Background: an optimization exercise with open tools, aiming at small area. Do not read the settings as production practice. Function was checked by simulation only, so behaviour that the tests miss may differ from the original. Power and IR drop assume default switching activity.

==> design.v <==
`timescale 1ns / 1ps
module sev_seg_dis(
    input rst,
    input btnU,
    input btnC,
    input btnD,
    input clk,
    input btnL,
    input btnR,
    output reg [6:0] seg,
    output reg [3:0] an,
    output reg [15:0] led
    );
    wire [1:0] s;
    wire [3:0] s1;
    wire [3:0] aen;
    reg [4:0]  seg_0;
    reg [4:0]  seg_1;
    reg [4:0]  seg_2;
    reg [4:0]  seg_3;
    reg [4:0]  digit;
    reg [6:0]  clkdiv;
    reg [8:0]  clkdiv2;
    reg [9:0]  move_left;
    reg [4:0]  rand_no;
    reg [12:0] score;
    reg [1:0] display_score;
    reg [9:0]  snr;
    reg prev_btnU;
    reg prev_btnD;
    reg prev_btnL;
    reg prev_btnR;
    reg [4:0]rmd;
    reg [4:0]rmd1;
    reg [4:0]rmd2;
    reg [4:0]rmd3;
    assign s1 = clkdiv2[8:5];
    assign s = clkdiv[6:5];
    assign aen = 4'b1111;    
    always @(posedge clk)
    begin
    if (rst)
    begin
        seg_0 = 5'b11111;
        seg_1 = 5'b11111;
        seg_2 = 5'b11111;
        seg_3 = 5'b00001;
        digit = 0;
        clkdiv = 0;
        clkdiv2 = 0;
        move_left = 0;
        rand_no = 0;
        score = 0;
        display_score = 0;
        snr = 10'b1111111111;
        prev_btnU = 0;
        prev_btnD = 0;
        prev_btnL = 0;
        prev_btnR = 0;
        led = 16'b1000000000000001;
        rmd = 5'b01010;
        rmd1 = 5'b10111;
        rmd2 = 5'b10110;
        rmd3 = 5'b00110;
    end
    else
    begin
        case(s1)
           0: led = 16'b1111111111111111;
           1: led = 16'b0100000000000010;
           2: led = 16'b0010000000000100;
           3: led = 16'b0001000000001000;
           4: led = 16'b0000100000010000;
           5: led = 16'b0000010000100000;
           6: led = 16'b0000001001000000;
           7: led = 16'b0000000110000000;
           8: led = 16'b0000001001000000;
           9: led = 16'b0000010000100000;
           10: led = 16'b0000100000010000;
           11: led = 16'b0001000000001000;
           12: led = 16'b0010000000000100;
           13: led = 16'b0100000000000010;
           14: led = 16'b1000000000000001;
           15: led = 16'b1000000000000001;
      default: led = 16'b1111111111111111;
        endcase
   if(clkdiv[4]==1) rmd = rmd+7;
   if(move_left[8]==1) rmd1 = rmd1+3;
   if(clkdiv[6]==1) rmd3 = rmd3*s;
        if( btnC == 1 )
        begin
            seg_0=5'b11111;
            seg_1=5'b11111;
            seg_2=5'b11111;
            seg_3=5'b00001;
            move_left=0;
            snr =10'b1111111111;
            score=0;
            display_score=0;
        end
        move_left = move_left + 1;
        if( prev_btnU==0 && btnU==1 )
        begin
            prev_btnU = 1;
            if(seg_3==5'b00001)
                seg_3 = 5'b00000;
            else if(seg_3==5'b00010)
                seg_3 = 5'b00001;
            else if(seg_3==5'b00100)
                seg_3 = 5'b00011;
            else if(seg_3==5'b00011)
                seg_3 = 5'b00000;
        end
        else if( prev_btnD==0 && btnD==1 )
        begin
            prev_btnD = 1;
            if(seg_3==5'b00000)
                seg_3 = 5'b00001;
            else if(seg_3==5'b00001)
                seg_3 = 5'b00010;
            else if(seg_3==5'b00011)
                seg_3 = 5'b00100;
            else if(seg_3==5'b00100)
                seg_3 = 5'b00010;
        end
                else if( prev_btnL==0 && btnL==1 )
        begin
            prev_btnL = 1;
            if(seg_3==5'b00000)
                seg_3 = 5'b00011;
            else if(seg_3==5'b00001)
                seg_3 = 5'b00100;
            else if(seg_3==5'b00010)
                seg_3 = 5'b00100;
        end
                else if( prev_btnR==0 && btnR==1 )
        begin
            prev_btnR = 1;
            if(seg_3==5'b00100)
                seg_3 = 5'b00001;
            else if(seg_3==5'b00011)
                seg_3 = 5'b00001;
        end
        if( seg_3 > 4 && seg_3 < 9 )         
            seg_3 = 5'b00001;
        if(btnU==0)
            prev_btnU = 0;
        if(btnD==0)
            prev_btnD = 0;
        if(btnL==0)
            prev_btnL = 0;
        if(btnR==0)
            prev_btnR = 0;
        rand_no = ( rand_no*rmd + rand_no*s +rmd3+rmd3*seg_0+rmd3*rand_no+rmd2+rmd2*rand_no + clkdiv[6:2] +clkdiv[3:0]+s*clkdiv[2:0]+ seg_0*rmd + rmd*seg_1 + rand_no*rmd1 +  seg_0*rmd1 + rmd1*seg_1+ seg_2 +seg_3 +rmd1+ rmd*btnU + rmd*btnD + rmd*btnL + rmd*btnR + rmd  + 113) % 16 ;
        if(score==7) snr= 10'b1100000000;
        else if(score==17) snr= 10'b1000000000;
        else if(score==27) snr= 10'b0111111111;
        if(move_left==snr)
        begin
                    move_left = 10'b0000000000;
            if( ( seg_3 == 0 && ( seg_2 == 0 || seg_2 == 6 || seg_2 == 5 || seg_2 == 6 || seg_2 == 10 || seg_2 == 15) ) || ( seg_3 == 1 && ( seg_2 == 1 || seg_2 == 6 || seg_2 == 7 || seg_2 == 13 || seg_2 == 14 || seg_2 == 15) ) || ( seg_3 == 2 && ( seg_2 == 2 || seg_2 == 7 || seg_2 == 5 || seg_2 == 11 || seg_2 == 12 || seg_2 == 15) ) || (seg_3 == 3  && (seg_2 ==3 || seg_2 == 8 || seg_2 == 9 || seg_2 == 11 || seg_2 == 13)) || (seg_3 == 4 && (seg_2 == 4 || seg_2 == 8 || seg_2 == 10 || seg_2 == 12 || seg_2 == 14)) || display_score == 1 )
            begin
                seg_3 = 16;
                seg_2 = 17;
                seg_1 = 18;
                seg_0 = 19;
                display_score = display_score + 1;
            end
            else if( display_score == 2 )
            begin
                score = score - 3;
                seg_0 = ( score % 10 ) + 20;
                score = score / 10;
                seg_1 = ( score % 10 ) + 20;
                score = score / 10;
                seg_2 = ( score % 10 ) + 20;
                score = score / 10;
                seg_3 = ( score % 10 ) + 20;
                display_score = display_score + 1;       
            end
            else if( display_score != 3 )
            begin
                seg_2 = seg_1;
                seg_1 = seg_0;
                seg_0 = rand_no;
                score = score + 1;
            end
        end
        case(s)
            0:begin digit = seg_0;end
            1:begin digit = seg_1;end
            2:begin digit = seg_2;end
            3:begin digit = seg_3;end
            default:digit = seg_0;
        endcase
        clkdiv = clkdiv+1;
        if(btnC == 1 || display_score == 2 || display_score == 3)
        begin
            clkdiv2 = 0;
        end
        else
        begin
            clkdiv2 = clkdiv2 +1;
        end
    end
    end
    always @(*)
    begin
        case(digit)
            0:  seg = 7'b1111110;
            1:  seg = 7'b0111111;
            2:  seg = 7'b1110111;
            3:  seg = 7'b1011111;
            4:  seg = 7'b1101111;
            5:  seg = 7'b1110110;
            6:  seg = 7'b0111110;
            7:  seg = 7'b0110111;
            8:  seg = 7'b1001111;
            9:  seg = 7'b1011110;
            10: seg = 7'b1001110;
            11: seg = 7'b1000111;
            12: seg = 7'b1100111;
            13: seg = 7'b0011111;
            14: seg = 7'b0101111;
            15: seg = 7'b0110110;
            16:  seg = 7'b1000111;      
            17:  seg = 7'b1000000;      
            18:  seg = 7'b0010010;      
            19:  seg = 7'b0000110;      
            20: seg = 7'b1000000;      
            21: seg = 7'b1111001;      
            22: seg = 7'b0100100;      
            23: seg = 7'b0110000;      
            24: seg = 7'b0011001;      
            25: seg = 7'b0010010;      
            26: seg = 7'b0000010;      
            27: seg = 7'b1111000;      
            28: seg = 7'b0000000;      
            29: seg = 7'b0011000;      
            default: seg = 7'b1111111;
        endcase
        an=4'b1111;
        if(aen[s] == 1)
            an[s] = 0;
    end
endmodule
==> run.sh <==
#!/bin/bash
# synth_recipe.tcl (not shown) runs the flow's synth.tcl, then flattens the netlist and writes it again
# the make line also repeats each setting of config.mk as NAME=value (left out here)
make -C /OpenROAD-flow-scripts/flow DESIGN_CONFIG=/design/flow/config.mk WORK_HOME=/design/flow/orfs CLKGATE_MAP_FILE= SYNTH_SCRIPT=/design/flow/synth_recipe.tcl finish
==> config.mk <==
export PLATFORM = sky130hd
export DESIGN_NAME = sev_seg_dis
export DESIGN_NICKNAME = sev_seg_dis
export VERILOG_FILES = /design/flow/design.v
export SDC_FILE = /design/flow/constraint.sdc
export NUM_CORES = 4
export LEC_CHECK = 0
export CAP_MARGIN = 20
export CORE_MARGIN = 2
export CORE_UTILIZATION = 40
export SLEW_MARGIN = 20
==> constraint.sdc <==
create_clock -name core_clock -period 15.0 [get_ports {clk}]
set_input_delay 3.0000 -clock core_clock [delete_from_list [all_inputs] [get_ports {clk}]]
set_output_delay 3.0000 -clock core_clock [all_outputs]
set_load 0.01 [all_outputs]
==> results.txt <==
## critical path, delay by kind of cell
kind	cells	cell delay, ps
simple gates	19	4400
compound gates	17	3460
mux	4	1510
buf+inv	9	1140
fa+ha+maj	4	1040
xor+xnor	1	120
## routing by layer
layer	part of all wire	global-route usage	vias up
li1	-	-	7074
met1	0.45	0.3159	7052
met2	0.46	0.3819	553
met3	0.066	0.03910	78
met4	0.020	0.05235	0
met5	0	0	-
## sequential cells by signal, summed over array words and instances (netlist names), 5 cells and up
| signal | flops |
|---|---|
| seg_2 | 5 |
| led | 8 |
| clkdiv | 7 |
| snr | 10 |
| move_left | 10 |
| clkdiv2 | 9 |
| seg | 7 |
| seg_0 | 5 |
| seg_3 | 5 |
| seg_1 | 5 |
| score | 13 |
## area by class of cell
class / instances / share of cell area
clock buffers: 11 / 0.01491
repair buffers: 99 / 0.05010
well taps: 468 / 0.03596
multi-input cells: 1643 / 0.7348
inverters: 128 / 0.02974
flip-flops and latches: 106 / 0.1303
clock inverters: 5 / 0.004150
## power by group
group          leakage (nW)  switching, mW  internal (mW)
sequential            0.864         0.0227          0.307
clock                 0.153          0.119          0.137
combinational          5.40           1.49           1.42
## cells by family after synthesis
group	after synthesis	synth area share
adder cells (fa/ha/maj)	147	0.1562
AO/OA/AOI/OAI	512	0.2484
flip-flops	106	0.1423
AND/OR/NAND/NOR	800	0.2671
multiplexers	34	0.02643
XOR/XNOR	150	0.09036
buffers and inverters	248	0.06922
## through the flow
| stage | hold WS [ps] | power [mW] |
|---|---|---|
| finish | 475.6 | 3.501 |
| global route | 494.0 | 3.834 |
| CTS | 473.9 | 3.531 |
| detailed placement | 456.5 | 3.240 |
| global placement | 447.2 | 3.222 |
| floorplan | 429.9 | 2.531 |
## cells in the mapped netlist, types with 8 or more instances
cell / count / area share
o31a_1: 10 / 0.0059
nand2b_1: 34 / 0.014
inv_1: 123 / 0.031
nand4_1: 16 / 0.0067
clkbuf_1: 76 / 0.019
nor3_1: 73 / 0.024
o32ai_1: 9 / 0.0053
a21o_1: 21 / 0.011
ha_1: 74 / 0.062
nor2b_1: 43 / 0.018
a211o_1: 12 / 0.0070
nor3b_1: 8 / 0.0040
nand3_1: 68 / 0.023
and2_1: 33 / 0.014
xor2_1: 37 / 0.022
buf_1: 8 / 0.0020
fa_1: 67 / 0.090
o22ai_1: 8 / 0.0034
a211oi_1: 24 / 0.012
or2_2: 22 / 0.0092
mux2i_1: 21 / 0.014
o31ai_1: 14 / 0.0070
o21ai_0: 88 / 0.030
dfxtp_1: 106 / 0.14
buf_2: 21 / 0.0070
and3_1: 25 / 0.010
nand2_1: 168 / 0.042
o21ai_1: 13 / 0.0044
o21a_1: 15 / 0.0076
buf_4: 10 / 0.0050
nor4_1: 19 / 0.0080
o21bai_1: 11 / 0.0055
nor2_1: 236 / 0.059
a31oi_1: 38 / 0.016
a21oi_1: 110 / 0.037
a22oi_1: 9 / 0.0045
o311ai_0: 8 / 0.0047
or3_1: 14 / 0.0059
xnor2_1: 110 / 0.065
o211ai_1: 19 / 0.0096
mux2_2: 9 / 0.0068
## final timing paths
check,cells after the start,end,startpoint,slack (ps)
max,54,seg[4],btnC,540
min,1,clkdiv2[0],clkdiv2[0],480
max reg2reg,49,seg[4],score[7],2620
min reg2reg,1,clkdiv2[0],clkdiv2[0],480
## what timing repair did
item,in CTS,in global routing
cloned,0,0
gates resized for setup,1,31
setup endpoints to repair,4,7
pin swaps,0,9
buffers inserted,0,21
==> impl_metrics.toml <==
[status]
status = "finished clean"

[timing]
finalSetupViolations = 0
period_share = 0.9639
finalMaxSlewViolations = 0
skew_ps = 12.19
timing.fmax_ghz = 0.06916
fin_setup_tns_ps = 0
final-hold-violation-count = 0
max_slew_margin = 0.3670
setup_slack_ps = 541.0
fin_crit_ps = 14460
worstMarginPinSlew_ps = 923.1

[synth]
syn-num-nets = 2145
synth_cells = 1997
yosysUniqueCellTypes = 114
ys.flop_type = "dfxtp_1"
yosys_warnings = 1
synth_seq_area_share = 0.1423
synth_seq_cells = 106
netlist_area_um2 = 14910
ys_async_sr_fraction = 0
synth_edf_count = 0
synth_area_per_cell_um2 = 7.468

[grt]
grt_usage = 0.2313
grt_max_degree = 49
grt_pass1_vias = 13890
antenna_found_initial = 0
grt_pass1_wl_mm = 73.15
overflow = 0

[placed_design]
pre_cts_ws_ps = -382.5
dp_hpwl_mm = 35.36
place_congestion = 0.9621
portBuffers = 33
dpl_cell_area_um2 = 15630
dp.cells = 2423

[finish]
fin_cells = 2460
diodes = 0
area_growth_pct = 9.179
final_util = 0.4437
ff_latch_area_um2 = 2122
n_fill_cell = 3724
drive_gt1_frac = 0.1049
layout_commonest_cell = "nor2_1"
nets = 2135
stdcell_area_um2 = 16280
layout_common_cells = "nor2_1 (235), nand2_1 (165), inv_1 (121), a21oi_1 (110), xnor2_1 (110)"
multi_input_area_um2 = 11960

[floorplan]
fp.dieH_um = 197.1
initial_core_util = 0.4064
io_pins = 34
core-area_um2 = 36700
dieArea_um2 = 38840
die_x_um = 197.1
rows = 70

[detailed_routing]
drc_errors = 0
viasPerCell = 5.999
num_vias = 14760
wl_mm = 45.69
first_pass_iters = 7
ant_nets = 0
avgRoutedWirePerCell_um = 18.57
drtIter0Drc = 1607

[cts]
cts_made_buffers = 9
h-tree-depth = 3
cts_tree = "done"
cts_root_buf = "clkbuf_16"
hold_buffers = 0
clock_path_buffers = 2
clkSlewWorstSetupHoldPaths_ps = 70
cts_sinks = 106
clk_latency_ps = 370

[setup_path]
crit_type = "input port to flop"
cp.arrival_ps = 14720
start_kind = "input port"
end_kind = "flop"
cp_max_fo = 8
max_stage_delay_ps = 540
critPathSlowestCell = "or4_4"
cp_data_required_time_ps = 15260

[pwr]
power_density_nw_per_um2 = 215.0
peakVddDrop_mv = 0.3395
leakagePower_nw = 6.421

[flow_run]
drv_cap = 0

[min_path]
hold_path.class = "flop to flop"

-- what the ideal ports hide --
In the flow no input, the clock included, has a driving cell. The finished layout below was timed again as built, in two steps.
Step 1, drivers: a clkbuf_16 drives clk and a buf_2 each remaining input, both assumed.
Step 2 moves the port delays by t, midway between the first and last clock arrival at a register: inputs arrive t later, outputs are due t later. That takes back most of the time a late clock gives input paths.
Slacks: ideal ports / drivers / drivers and shift; pairs: ideal ports / drivers.
shift t [ns]: 0.413
setup WS [ns]: 0.541 / 0.565 / 0.151
worst setup path after step 2: input to register
clock arrival spread, ns: 0.013 / 0.013
cell pins on the clock port's net: 1
After both steps setup and hold are still met in this run. For this run, drivers alone change the setup slack by +0.024 ns; drivers and shift together by -0.390 ns.
